This is an optimization exercise on Yosys and OpenROAD, whose aim is small area, a short achievable clock period and few clock cycles, not a production implementation. The RTL was checked by simulation tests, not by an equivalence proof against the original design.

// geofence
module geofence (clk, reset, X, Y, valid, is_inside);
input               clk;
input               reset;
input       [9:0]   X;
input       [9:0]   Y;
output  reg         valid;
output  reg         is_inside;
reg     [3:0]   cnt;         
reg     [9:0]   PX, PY;
reg signed [10:0] VX, VY;    
reg signed [11:0] VD;        
reg signed [10:0] LX, LY, RX, RY;
reg             deg;         
wire signed [10:0] dx = {1'b0, X} - {1'b0, PX};
wire signed [10:0] dy = {1'b0, Y} - {1'b0, PY};
wire signed [11:0] dd = {dy[10], dy} - {dx[10], dx};
wire a_neg, a_le, b_neg, b_le;
cross_pair u_ab (.lx(LX), .ly(LY), .rx(RX), .ry(RY), .vx(VX), .vy(VY), .d(VD),
                 .a_neg(a_neg), .a_le(a_le), .b_neg(b_neg), .b_le(b_le));
wire a_pos = ~a_le;
wire b_pos = ~b_le;
wire v_zero = ~(|VX) & ~(|VY);
wire opp = (|LX) ? (VX[10] ^ LX[10]) : (VY[10] ^ LY[10]);
wire first = (cnt == 4'd2);
wire step  = (cnt >= 4'd2) && (cnt <= 4'd7);
wire cov_now = v_zero | (~a_pos & ~b_pos & (~deg | opp));
always @(posedge clk or posedge reset) begin
    if (reset) begin
        cnt   <= 4'd0;
        valid <= 1'b0;
    end else begin
        cnt   <= (cnt == 4'd8) ? 4'd0 : cnt + 4'd1;
        valid <= (cnt == 4'd7);
    end
end
always @(posedge clk) begin
    if (cnt == 4'd0) begin
        PX <= X;
        PY <= Y;
    end
    VX <= dx;
    VY <= dy;
    VD <= dd;
    if (first) begin
        LX <= VX; LY <= VY;
        RX <= VX; RY <= VY;
        deg <= 1'b1;
        is_inside <= v_zero;
    end else if (step) begin
        if (a_neg) begin LX <= VX; LY <= VY; end
        if (b_neg) begin RX <= VX; RY <= VY; end
        if (a_neg | b_neg) deg <= 1'b0;
        is_inside <= is_inside | cov_now;
    end
end
endmodule
Size: roughly 1700 cells after synthesis, roughly 24 I/O pins, about 14000 um^2 of cells after synthesis.
==> module geofence, before the edit <==
module geofence (clk, reset, X, Y, valid, is_inside);
input               clk;
input               reset;
input       [9:0]   X;
input       [9:0]   Y;
output  reg         valid;
output  reg         is_inside;
reg     [3:0]   cnt;         
reg     [9:0]   PX, PY;
reg signed [10:0] VX, VY;    
reg signed [11:0] VD;        
reg signed [10:0] LX, LY, RX, RY;
reg             deg;         
wire signed [10:0] dx = {1'b0, X} - {1'b0, PX};
wire signed [10:0] dy = {1'b0, Y} - {1'b0, PY};
wire signed [11:0] dd = {dy[10], dy} - {dx[10], dx};
wire a_neg, a_le, b_neg, b_le;
cross_pair u_ab (.lx(LX), .ly(LY), .rx(RX), .ry(RY), .vx(VX), .vy(VY), .d(VD),
                 .a_neg(a_neg), .a_le(a_le), .b_neg(b_neg), .b_le(b_le));
wire a_pos = ~a_le;
wire b_pos = ~b_le;
wire v_zero = ~(|VX) & ~(|VY);
wire opp = (|LX) ? (VX[10] ^ LX[10]) : (VY[10] ^ LY[10]);
wire first = (cnt == 4'd2);
wire step  = (cnt >= 4'd2) && (cnt <= 4'd7);
wire cov_now = v_zero | (~a_pos & ~b_pos & (~deg | opp));
always @(posedge clk or posedge reset) begin
    if (reset) begin
        cnt   <= 4'd0;
        valid <= 1'b0;
    end else begin
        cnt   <= (cnt == 4'd8) ? 4'd0 : cnt + 4'd1;
        valid <= (cnt == 4'd7);
    end
end
always @(posedge clk) begin
    if (cnt == 4'd0) begin
        PX <= X;
        PY <= Y;
    end
    VX <= dx;
    VY <= dy;
    VD <= dd;
    if (first) begin
        LX <= VX; LY <= VY;
        RX <= VX; RY <= VY;
        deg <= 1'b1;
        is_inside <= v_zero;
    end else if (step) begin
        if (a_neg) begin LX <= VX; LY <= VY; end
        if (b_neg) begin RX <= VX; RY <= VY; end
        if (a_neg | b_neg) deg <= 1'b0;
        is_inside <= is_inside | cov_now;
    end
end
endmodule
clock: 10.0 ns
lec_check: 0
abc_area: 1
cap_margin: 20
core_margin: 2
core_utilization: 40
place_density: 0.6
setup_slack_margin: 4
slew_margin: 20
standard.sh (not shown) runs the stock make flow with config.mk's settings and CLKGATE_MAP_FILE= SYNTH_SCRIPT=/design/flow/synth_recipe.tcl, a recipe that flattens the netlist after the stock synthesis.
==> flow/flow/run.sh <==
#!/bin/bash
# Standard ORFS layout, with one extra step between synthesis and floorplan:
# flow/polfix.py rewrites the synthesized netlist (same registers, same
# function) to drop the inverters between full adders and to turn half
# adders with an unused output into plain gates.
set -euo pipefail
bash standard.sh synth > synth.log 2>&1
R=orfs/results/${FLOW_PLATFORM}/geofence/base
cp $R/1_2_yosys.v 1_2_yosys.orig.v
python3 flow/polfix.py $R/1_2_yosys.v > polfix.log 2>&1
bash standard.sh finish > finish.log 2>&1
Other scripts of this flow, unchanged in this note and not shown: flow/flow/polfix.py
The baseline finished with timing, DRC and antenna clean.
Testbench counts at the start, summed over its fixed seeds: cycles 28,800.
Edit:
--- a/flow/design.v
+++ b/flow/design.v
@@ -14,5 +14,5 @@
 wire signed [10:0] dx = {1'b0, X} - {1'b0, PX};
 wire signed [10:0] dy = {1'b0, Y} - {1'b0, PY};
-wire signed [11:0] dd = {dy[10], dy} - {dx[10], dx};
+wire signed [11:0] dd = {1'b0, PX} - {1'b0, X} + {1'b0, Y} - {1'b0, PY};
 wire a_neg, a_le, b_neg, b_le;
 cross_pair u_ab (.lx(LX), .ly(LY), .rx(RX), .ry(RY), .vx(VX), .vy(VY), .d(VD),
The new run finished with timing, DRC and antenna clean. Setup slack improves by 0.014 ns. Register-to-register slack hardly moves. Global-route usage came out higher by 0.80 points. Design area goes up by about 4.3%. Routed wire length rose by 8.9%. Core utilization went down by 0.26 points.
Testbench counts after the change, summed over its fixed seeds: cycles 28,800.

## static timing again, ports no longer ideal
In the flow no input, the clock included, has a driving cell. The finished layouts below were timed again as built, in two steps. Step 1 assumes that a clkbuf_16 drives the clock port and a buf_2 every other input. Step 2, shift: input delay + t, output delay - t, t = (earliest + latest rising clock arrival at the registers) / 2. This alone moves slack from input paths to output paths. a / b / c = ideal / step 1 / step 2; a / b = the first two.
run	shift t [ns]	setup WS [ns]	worst setup path after step 2
the first run	0.392	4.143 / 4.143 / 4.143	register to register
the second run	0.413	4.157 / 4.157 / 4.156	input to register
After both steps setup and hold are still met in every run listed. The setup slack of the second run, which loses most, moves by 0.000 ns with the drivers and by -0.001 ns with both steps.
